Context: an optimization exercise on an open-source flow, tuned for small area and a short achievable clock period. The choices shown serve that exercise and are no tape-out recipe.
Only simulation tests tie the RTL to the original design; equivalence was not proved.

// hsv2rgb_pipe
module hsv2rgb_pipe (
        input clk,
        input rst_n,
        input in_valid,
        input [7:0] h,
        input [7:0] s,
        input [7:0] v,
        output reg out_valid,
        output reg [7:0] r,
        output reg [7:0] g,
        output reg [7:0] b
    );
    reg vld0, vld1;
    wire [2:0] sel_c;
    wire [7:0] x_c;
    hsv_hue hue (.h(h), .s(s), .sel(sel_c), .x(x_c));
    reg [2:0] sel0;
    reg [7:0] x0, s0, v0;
    wire [7:0] u_c, p_c;
    hsv_mulh mu (.a(s0), .b(x0), .y(u_c));
    hsv_mulh mp (.a(v0), .b(~s0), .y(p_c));
    reg [2:0] sel1;
    reg [7:0] nu1, p1, v1;
    wire [7:0] w_c;
    hsv_mulh mw (.a(v1), .b(nu1), .y(w_c));
    reg [23:0] o;
    always @* begin
        case (sel1)
            3'd0: o = {v1, w_c, p1};
            3'd1: o = {w_c, v1, p1};
            3'd2: o = {p1, v1, w_c};
            3'd3: o = {p1, w_c, v1};
            3'd4: o = {w_c, p1, v1};
            3'd5: o = {v1, p1, w_c};
            default: o = {v1, v1, v1};
        endcase
    end
  ...
Size: ~81 flip-flops, ~8700 um^2 of cells after synthesis.
Settings: LEC_CHECK=0, CAP_MARGIN=20, CORE_MARGIN=2, CORE_UTILIZATION=40, SLEW_MARGIN=20, SYNTH_HIERARCHICAL=1, SYNTH_MINIMUM_KEEP_SIZE=0; clock period 15.0 ns.
run.sh (not shown) runs the stock make flow with config.mk's settings and CLKGATE_MAP_FILE= SYNTH_SCRIPT=/design/flow/synth_recipe.tcl, a recipe that flattens the netlist after the stock synthesis.
The starting point produced a clean layout.
Edit:
==> flow/flow/run.sh (new file) <==
#!/bin/bash
# The standard layout, with plain buffers on the ports, and timing repair
# aiming for setup slack of 10 ns at the design's clock period.
set -euo pipefail
export BUFFER_PORTS_ARGS="-buffer_cell sky130_fd_sc_hd__buf_2"
bash standard.sh SETUP_SLACK_MARGIN=10 finish > standard.log 2>&1
==> flow/standard.sh (new file) <==
#!/bin/bash
# synth_recipe.tcl (not shown) runs the flow's synth.tcl, then flattens the netlist and writes it again
# the make line also repeats each setting of config.mk as NAME=value (left out here)
make -C /OpenROAD-flow-scripts/flow DESIGN_CONFIG=/design/flow/config.mk WORK_HOME=/design/flow/orfs CLKGATE_MAP_FILE= SYNTH_SCRIPT=/design/flow/synth_recipe.tcl "${@:-finish}"
SYNTH_HIERARCHICAL = unset   (was 1)
SYNTH_MINIMUM_KEEP_SIZE = unset   (was 0)
removed: flow/run.sh
Wire length drops by 1.3%; first-iteration DRC count climbs by 37%; cell area drops by 2.4%; via count climbs by 4.8%; worst setup slack improves by 1.2 ns; global-route usage climbs by 0.21 points; register-to-register slack improves by 0.11 ns.
Edit:
==> flow/run.sh (new file) <==
#!/bin/bash
# synth_recipe.tcl (not shown) runs the flow's synth.tcl, then flattens the netlist and writes it again
# the make line also repeats each setting of config.mk as NAME=value (left out here)
make -C /OpenROAD-flow-scripts/flow DESIGN_CONFIG=/design/flow/config.mk WORK_HOME=/design/flow/orfs CLKGATE_MAP_FILE= SYNTH_SCRIPT=/design/flow/synth_recipe.tcl finish
removed: flow/flow/run.sh
removed: flow/standard.sh
Die area does not change.
Worst hold slack gets worse by 0.0054 ns.
Global-route usage stays flat.
Worst setup slack degrades by 0.70 ns.
Cell count went down by 0.70%.
Wire length shrinks by 2.1%.
Via count goes down by 0.63%.
Clock skew hardly moves.
Final area stays flat.
Critical path depth does not change.

* * *

Setup of run 1:
hsv2rgb_pipe, a different RTL version from the one above (not shown whole).
Size: ~780 cells after synthesis, ~52 I/O pins.
==> flow/config.mk <==
export PLATFORM = sky130hd
export DESIGN_NAME = hsv2rgb_pipe
export DESIGN_NICKNAME = hsv2rgb_pipe
export VERILOG_FILES = /design/flow/design.v
export SDC_FILE = /design/flow/constraint.sdc
export NUM_CORES = 4
export LEC_CHECK = 0
export CAP_MARGIN = 20
export CORE_MARGIN = 2
export CORE_UTILIZATION = 40
export SLEW_MARGIN = 20
export SYNTH_HIERARCHICAL = 1
export SYNTH_MINIMUM_KEEP_SIZE = 0
==> flow/constraint.sdc <==
create_clock -name core_clock -period 15.0 [get_ports {clk}]
set_input_delay 3.0000 -clock core_clock [delete_from_list [all_inputs] [get_ports {clk}]]
set_output_delay 3.0000 -clock core_clock [all_outputs]
set_load 0.01 [all_outputs]
standard.sh (not shown) runs the stock make flow with config.mk's settings and CLKGATE_MAP_FILE= SYNTH_SCRIPT=/design/flow/synth_recipe.tcl, a recipe that flattens the netlist after the stock synthesis.
==> flow/flow/run.sh <==
#!/bin/bash
# The standard layout, with plain buffers on the ports instead of the
# delay buffers buffer_ports picks by default.
set -euo pipefail
export BUFFER_PORTS_ARGS="-buffer_cell sky130_fd_sc_hd__buf_2"
bash standard.sh > standard.log 2>&1
> inputs changed (run 1 -> run 2)
Settings: putting CTS_BUF_LIST at sky130_fd_sc_hd__clkbuf_8 where nothing was set.
==> flow/flow/run.sh <==
#!/bin/bash
# The standard layout (standard.sh), with plain buffers on the ports
# instead of the delay buffers buffer_ports picks by default.
set -euo pipefail
export BUFFER_PORTS_ARGS="-buffer_cell sky130_fd_sc_hd__buf_1"
bash standard.sh SETUP_SLACK_MARGIN=10.9 finish > standard.log 2>&1
Findings:
Routed length on met2 sits higher in run 2 than in run 1. Between run 1 and run 2, the total number of cells along the worst setup path is lower for run 1. Relative to run 1, logic depth of the worst register-to-register path increased by 1 in run 2. In run 2 the clock transition time at the flip-flop clock pins of the worst setup and hold paths turned out 0.03 ns higher than in run 1. Run 2 gives more area growth from synthesis to layout than run 1 did. Summary of run 2 over run 1: average wire per standard cell higher, clock skew higher, total of clock buffers placed in the layout lower. Summary — wire length, run 2 relative to run 1: higher, by 3.6%. As far as hold slack is concerned, run 2 and run 1 perform about the same.
### run 2 -> run 3
-- flow/flow/run.sh --
<<< run 2, line 6
bash standard.sh SETUP_SLACK_MARGIN=10.9 finish > standard.log 2>&1
>>> run 3, line 6
bash standard.sh SETUP_SLACK_MARGIN=10.7 finish > standard.log 2>&1
### Flow results
The flow did not stop early for run 3: all stages ran, and the layout cleared the timing, design-rule and antenna checks.
Diff run 2 -> run 3: worst hold slack now sits at about the same level, total number of cells along the worst setup path now sits lower, share of the clock period used by the worst path after layout now sits higher.
Relative to run 2, total length of routed wires has decreased by about 3% in run 3.
Run 3 -> run 2: instance area after placement delta 0, exact match
Summary of run 3 over run 2: via count of the routed design fell by 70; global routing met2 resource utilization fell by 0.19 points.
Final cell count: run 3 vs run 2 down about 1.7%
diff inputs: run 3 => run 4
-- flow/flow/run.sh --
<<< run 3, line 6
bash standard.sh SETUP_SLACK_MARGIN=10.7 finish > standard.log 2>&1
>>> run 4, line 6
bash standard.sh SETUP_SLACK_MARGIN=11.1 finish > standard.log 2>&1
Results
- Register share of the cell area is lower on run 4
- Between run 3 and run 4, the hold slack does not differ in any meaningful way.
- Of run 3 and run 4, the run reporting the higher number of buffers added for setup after CTS was run 4.
- Taking run 3 as the reference point, the number of gates on the worst path with buffers counted of run 4 rises by 1.
- Of the two values seen for worst setup path startpoint, v2[2] was produced by run 4 and v2[0] by run 3.
- Re number of nets produced by synthesis: no difference whatsoever between run 3 and run 4.
- Peak clock frequency supported by timing | run 4 above run 3

* * *

== oak ==
hsv2rgb_pipe, a different RTL version from the one above (not shown whole).
Size: roughly 110 flip-flops, roughly 8000 µm² of cells after synthesis.
// hsv2rgb_pipe
module hsv2rgb_pipe (
        input clk,
        input rst_n,
        input in_valid,
        input [7:0] h,
        input [7:0] s,
        input [7:0] v,
        output reg out_valid,
        output reg [7:0] r,
        output reg [7:0] g,
        output reg [7:0] b
    );
Settings: LEC_CHECK=0, CAP_MARGIN=20, CORE_MARGIN=2, CORE_UTILIZATION=40, CTS_BUF_LIST=sky130_fd_sc_hd__clkbuf_8 sky130_fd_sc_hd__clkbuf_16, SLEW_MARGIN=20, SYNTH_HIERARCHICAL=1, SYNTH_MINIMUM_KEEP_SIZE=0; clock period 15.0 ns.
==> flow/flow/run.sh <==
#!/bin/bash
set -euo pipefail
export BUFFER_PORTS_ARGS="-buffer_cell sky130_fd_sc_hd__buf_1"
bash standard.sh SETUP_SLACK_MARGIN=10.7 finish > standard.log 2>&1
Modified inputs, pine compared to oak
# oak
export LEC_CHECK = 0
export CAP_MARGIN = 20
export CORE_MARGIN = 2
export CORE_UTILIZATION = 40
export CTS_BUF_LIST = sky130_fd_sc_hd__clkbuf_8 sky130_fd_sc_hd__clkbuf_16
export SLEW_MARGIN = 20
export SYNTH_HIERARCHICAL = 1
export SYNTH_MINIMUM_KEEP_SIZE = 0
create_clock -name core_clock -period 15.0 [get_ports {clk}]
# pine
export LEC_CHECK = 0
export ABC_AREA = 1
export CAP_MARGIN = 20
export CORE_MARGIN = 2
export CORE_UTILIZATION = 40
export SLEW_MARGIN = 20
export SYNTH_HIERARCHICAL = 1
export SYNTH_MINIMUM_KEEP_SIZE = 0
create_clock -name core_clock -period 15.0 [get_ports {clk}]
-- flow/flow/run.sh --
<<< oak, line 4
bash standard.sh SETUP_SLACK_MARGIN=10.7 finish > standard.log 2>&1
>>> pine, line 4
bash standard.sh SETUP_SLACK_MARGIN=10.95 finish > standard.log 2>&1
--- outcome ---
- pine finished end to end and its layout was clean on timing, DRC and antenna.
- Diff oak -> pine: via count of the first global-routing pass increased by about 3.6% relative to the old numbers; met3 usage moved up.
- pine ended up with sky130_fd_sc_hd__nand2_1 as its most common cell after layout, fill and taps aside; oak ended up with sky130_fd_sc_hd__nor2_1.
- pine ended up with a higher count of non-CTS inverters in the layout than oak did.
- Diff oak -> pine: time the final worst path needs with I/O delays and setup lower, synthesized cell count higher, met1 usage in global routing lower, total standard cell area after synthesis higher, total buffers and inverters traversed by the critical path higher.
- oak vs pine, critical path start-end classification: reg -> reg vs reg -> out
- Count of plain and timing-repair buffers in the layout for pine is lower than for oak.
--- input diff pine..birch ---
-- flow/flow/run.sh --
<<< pine, line 4
bash standard.sh SETUP_SLACK_MARGIN=10.95 finish > standard.log 2>&1
>>> birch, line 4
bash standard.sh SETUP_SLACK_MARGIN=10.8 finish > standard.log 2>&1
[summary]
Post-layout minimum cycle time: birch vs pine up 83 ps
Diff pine..birch | final instance area | negligible
On worst setup slack, pine beats birch.
Edits applied to the flow inputs when going from birch to maple:
# birch
export LEC_CHECK = 0
export ABC_AREA = 1
export CAP_MARGIN = 20
export CORE_MARGIN = 2
export CORE_UTILIZATION = 40
export SLEW_MARGIN = 20
export SYNTH_HIERARCHICAL = 1
export SYNTH_MINIMUM_KEEP_SIZE = 0
create_clock -name core_clock -period 15.0 [get_ports {clk}]
# maple
export LEC_CHECK = 0
export ABC_AREA = 1
export CAP_MARGIN = 5
export CORE_MARGIN = 2
export CORE_UTILIZATION = 40
export SLEW_MARGIN = 5
export SYNTH_HIERARCHICAL = 1
export SYNTH_MINIMUM_KEEP_SIZE = 0
create_clock -name core_clock -period 15.0 [get_ports {clk}]
-- flow/flow/run.sh --
<<< birch, line 4
bash standard.sh SETUP_SLACK_MARGIN=10.8 finish > standard.log 2>&1
>>> maple, line 4
bash standard.sh SETUP_SLACK_MARGIN=10.95 finish > standard.log 2>&1
--- outcome ---
birch → maple: layout overhead on the synthesized area went up 0.20 points; fraction of final layout cells with drive strength greater than 1 went up 1.1 points.
Design area delta (birch -> maple): insignificant
Relative to birch, arrival time of the worst setup path decreased by 3330 ps in maple.
On register share of the cell area, birch and maple are basically level.
Looking at birch and maple, the final core utilization is a wash.
birch and maple ended up with roughly the same wire length.
Input-level comparison between cedar and maple:
# maple
export LEC_CHECK = 0
export ABC_AREA = 1
export CAP_MARGIN = 5
export CORE_MARGIN = 2
export CORE_UTILIZATION = 40
export SLEW_MARGIN = 5
export SYNTH_HIERARCHICAL = 1
export SYNTH_MINIMUM_KEEP_SIZE = 0
create_clock -name core_clock -period 15.0 [get_ports {clk}]
# cedar
export LEC_CHECK = 0
export CAP_MARGIN = 20
export CORE_MARGIN = 2
export CORE_UTILIZATION = 40
export CTS_BUF_LIST = sky130_fd_sc_hd__clkbuf_8
export SLEW_MARGIN = 20
export SYNTH_HIERARCHICAL = 1
export SYNTH_MINIMUM_KEEP_SIZE = 0
create_clock -name core_clock -period 15.0 [get_ports {clk}]
-- flow/flow/run.sh --
<<< maple, line 4
bash standard.sh SETUP_SLACK_MARGIN=10.95 finish > standard.log 2>&1
>>> cedar, line 4
bash standard.sh SETUP_SLACK_MARGIN=10.7 finish > standard.log 2>&1
--- outcome ---
- Count of inverters not on the clock network in the layout for cedar is lower than for maple.
- Compared to maple, cedar reaches a lower achievable clock.
- On wire length, maple and cedar are neck and neck.
- Going from maple to cedar, cell area after layout went down 2.4%, delay of the slowest cell on the worst path increased 140 ps.

* * *

hsv2rgb_pipe again, from the RTL that the note above started with.
==> flow/config.mk <==
export PLATFORM = sky130hd
export DESIGN_NAME = hsv2rgb_pipe
export DESIGN_NICKNAME = hsv2rgb_pipe
export VERILOG_FILES = /design/flow/design.v
export SDC_FILE = /design/flow/constraint.sdc
export NUM_CORES = 4
export LEC_CHECK = 0
export CAP_MARGIN = 20
export CORE_MARGIN = 2
export CORE_UTILIZATION = 40
export CTS_BUF_LIST = sky130_fd_sc_hd__clkbuf_8
export CTS_CLUSTER_SIZE = 22
export SLEW_MARGIN = 20
export SYNTH_HIERARCHICAL = 1
export SYNTH_MINIMUM_KEEP_SIZE = 0
==> flow/constraint.sdc <==
create_clock -name core_clock -period 15.0 [get_ports {clk}]
set_input_delay 3.0000 -clock core_clock [delete_from_list [all_inputs] [get_ports {clk}]]
set_output_delay 3.0000 -clock core_clock [all_outputs]
set_load 0.01 [all_outputs]
==> flow/flow/run.sh <==
#!/bin/bash
set -euo pipefail
export BUFFER_PORTS_ARGS="-buffer_cell sky130_fd_sc_hd__buf_1"
bash standard.sh SETUP_SLACK_MARGIN=10.7 finish > standard.log 2>&1
The starting point completed with no timing, DRC or antenna violations.
Rerun with:
==> flow/flow/run.sh (replaced) <==
#!/bin/bash
set -euo pipefail
export BUFFER_PORTS_ARGS="-buffer_cell sky130_fd_sc_hd__buf_1"
bash standard.sh SETUP_SLACK_MARGIN=11.1 finish > standard.log 2>&1
- ABC_AREA: not set -> 1
- CTS_BUF_LIST: sky130_fd_sc_hd__clkbuf_8 -> not set
- CTS_CLUSTER_SIZE: 22 -> not set
What happened: The changed run produced a clean layout. Final cell count went up by 14%. Synthesized cell count increases by 19%. Critical path depth is lower by 11. First-iteration DRC count is lower by 5.4%. Worst setup slack is better by 0.26 ns. Wire length barely changes. Sequential cell count is unchanged. Via count goes up by 5.9%. Clock-buffer cell count is unchanged.
Rerun with:
==> flow/flow/run.sh (replaced) <==
#!/bin/bash
set -euo pipefail
export BUFFER_PORTS_ARGS="-buffer_cell sky130_fd_sc_hd__buf_1"
bash standard.sh SETUP_SLACK_MARGIN=10.95 finish > standard.log 2>&1
- PLACE_DENSITY: not set -> 0.8
Effect: The changed run produced a clean layout. Sequential share of layout area is lower by 0.12 points. Utilization is lower by 0.52 points. Via count is higher by a few percent. Clock-buffer cell count does not change. Fmax is about the same. Register-to-register slack got worse by 0.13 ns.

* * *

## run A
Starting RTL as in the previous note.
Settings: LEC_CHECK=0, CAP_MARGIN=20, CORE_MARGIN=2, CORE_UTILIZATION=40, SLEW_MARGIN=20, SYNTH_HIERARCHICAL=1, SYNTH_MINIMUM_KEEP_SIZE=0; clock period 15.0 ns.
==> flow/flow/run.sh <==
#!/bin/bash
set -euo pipefail
export BUFFER_PORTS_ARGS="-buffer_cell sky130_fd_sc_hd__buf_1"
bash standard.sh SETUP_SLACK_MARGIN=10.7 finish > standard.log 2>&1
Looking at the reports, run A completed the entire flow and the layout it produced met the timing, design-rule and antenna checks.
What run B does differently from run A at the input level:
==> flow/flow/run.sh <==
#!/bin/bash
set -euo pipefail
export BUFFER_PORTS_ARGS="-buffer_cell sky130_fd_sc_hd__buf_1"
bash standard.sh SETUP_SLACK_MARGIN=11.05 finish > standard.log 2>&1
==> run summary <==
From run A to run B the numbers moved as follows: post-CTS setup-driven buffer insertion count went up; post-place setup slack went up.
Here is what was changed in the inputs of run C compared with run B.
==> flow/flow/run.sh <==
#!/bin/bash
set -euo pipefail
export BUFFER_PORTS_ARGS="-buffer_cell sky130_fd_sc_hd__buf_1"
bash standard.sh SETUP_SLACK_MARGIN=11.2 finish > standard.log 2>&1
==> comparison <==
The final layout from run C, which completed every stage, passed the timing, design-rule and antenna checks at the end of the flow. NOTE maximum frequency run B->run C increased slightly. Summary of run C over run B: non-clock buffer count has increased, detailed-route wire length increased 970 um, worst setup timing slack at the placement stage shrank by 0.046 ns, global-route wire length before repair moved up.
Modified inputs, run D compared to run C
Settings: an added CTS_CLUSTER_SIZE of 15; an added CTS_BUF_LIST of sky130_fd_sc_hd__clkbuf_8.
==> flow/flow/run.sh <==
#!/bin/bash
set -euo pipefail
export BUFFER_PORTS_ARGS="-buffer_cell sky130_fd_sc_hd__buf_1"
bash standard.sh SETUP_SLACK_MARGIN=10.7 finish > standard.log 2>&1
### Flow results
Of run C and run D, the lower wire length of the first global-routing pass belongs to run D.
Going from run C to run D, the multi-input combinational cell area was found to have gone down by about 6%.
Run D has insertion delay of the later-clocked pin in the worst-skew pair above what run C had.
Run D ended up with a higher final worst-path cycle share than run C did.
Of run C and run D, the higher number of logic stages on the critical path including buffering belongs to run D.
Run D ends up with a final routed wire length divided by cell count that is about 1.5% lower than in run C.

[what the ideal ports hide]
Ports are ideal in the flow. The routed layouts listed here were re-timed in OpenROAD.
Step 1, drivers: a clkbuf_16 drives clk and a buf_2 each remaining input, both assumed.
Step 2 moves the port delays by t, midway between the first and last clock arrival at a register: inputs arrive t later, outputs are due t later. That takes back most of the time a late clock gives input paths.
a / b / c = ideal / step 1 / step 2; a / b = the first two.
| run | t, ns | setup WS [ns] | worst register clock-pin slew, ns | worst slew at a driven data input, ns | cell pins on the clock port's net |
|---|---|---|---|---|---|
| the first run of note 1 | 0.391 | 8.577 / 8.597 / 8.206 | 0.07 / 0.07 | 0.04 | 1 |
| the second run of note 1 | 0.384 | 9.807 / 9.791 / 9.407 | 0.07 / 0.07 | 0.06 | 1 |
| the third run of note 1 | 0.380 | 9.108 / 9.128 / 8.748 | 0.06 / 0.06 | 0.04 | 1 |
| run 1 | 0.389 | 10.643 / 10.643 / 10.643 | 0.08 / 0.08 | 0.03 | 1 |
| run 2 | 0.413 | 10.968 / 10.968 / 10.968 | 0.11 / 0.11 | 0.03 | 1 |
| run 3 | 0.409 | 10.859 / 10.859 / 10.859 | 0.11 / 0.11 | 0.03 | 1 |
| run 4 | 0.417 | 10.942 / 10.942 / 10.942 | 0.10 / 0.10 | 0.03 | 1 |
| oak | 0.401 | 10.903 / 10.903 / 10.903 | 0.08 / 0.08 | 0.03 | 1 |
| pine | 0.397 | 11.154 / 11.110 / 11.172 | 0.08 / 0.08 | 0.03 | 1 |
| birch | 0.397 | 11.072 / 11.072 / 11.072 | 0.08 / 0.08 | 0.03 | 1 |
| maple | 0.397 | 11.154 / 11.110 / 11.172 | 0.08 / 0.08 | 0.03 | 1 |
| cedar | 0.426 | 10.892 / 10.892 / 10.892 | 0.12 / 0.12 | 0.03 | 1 |
| the first run of note 4 | 0.426 | 10.892 / 10.892 / 10.892 | 0.12 / 0.12 | 0.03 | 1 |
| the second run of note 4 | 0.396 | 11.155 / 11.111 / 11.283 | 0.08 / 0.08 | 0.03 | 1 |
| the third run of note 4 | 0.396 | 11.145 / 11.111 / 11.145 | 0.08 / 0.08 | 0.04 | 1 |
| run A | 0.401 | 10.903 / 10.903 / 10.903 | 0.08 / 0.08 | 0.03 | 1 |
| run B | 0.399 | 11.135 / 11.091 / 11.169 | 0.08 / 0.08 | 0.03 | 1 |
| run C | 0.392 | 11.159 / 11.115 / 11.160 | 0.08 / 0.08 | 0.04 | 1 |
| run D | 0.426 | 10.892 / 10.892 / 10.892 | 0.12 / 0.12 | 0.03 | 1 |
After both steps every run listed still meets setup and hold. The setup slack of the second run of note 1, which loses most, moves by -0.016 ns with the drivers and by -0.400 ns with both steps.
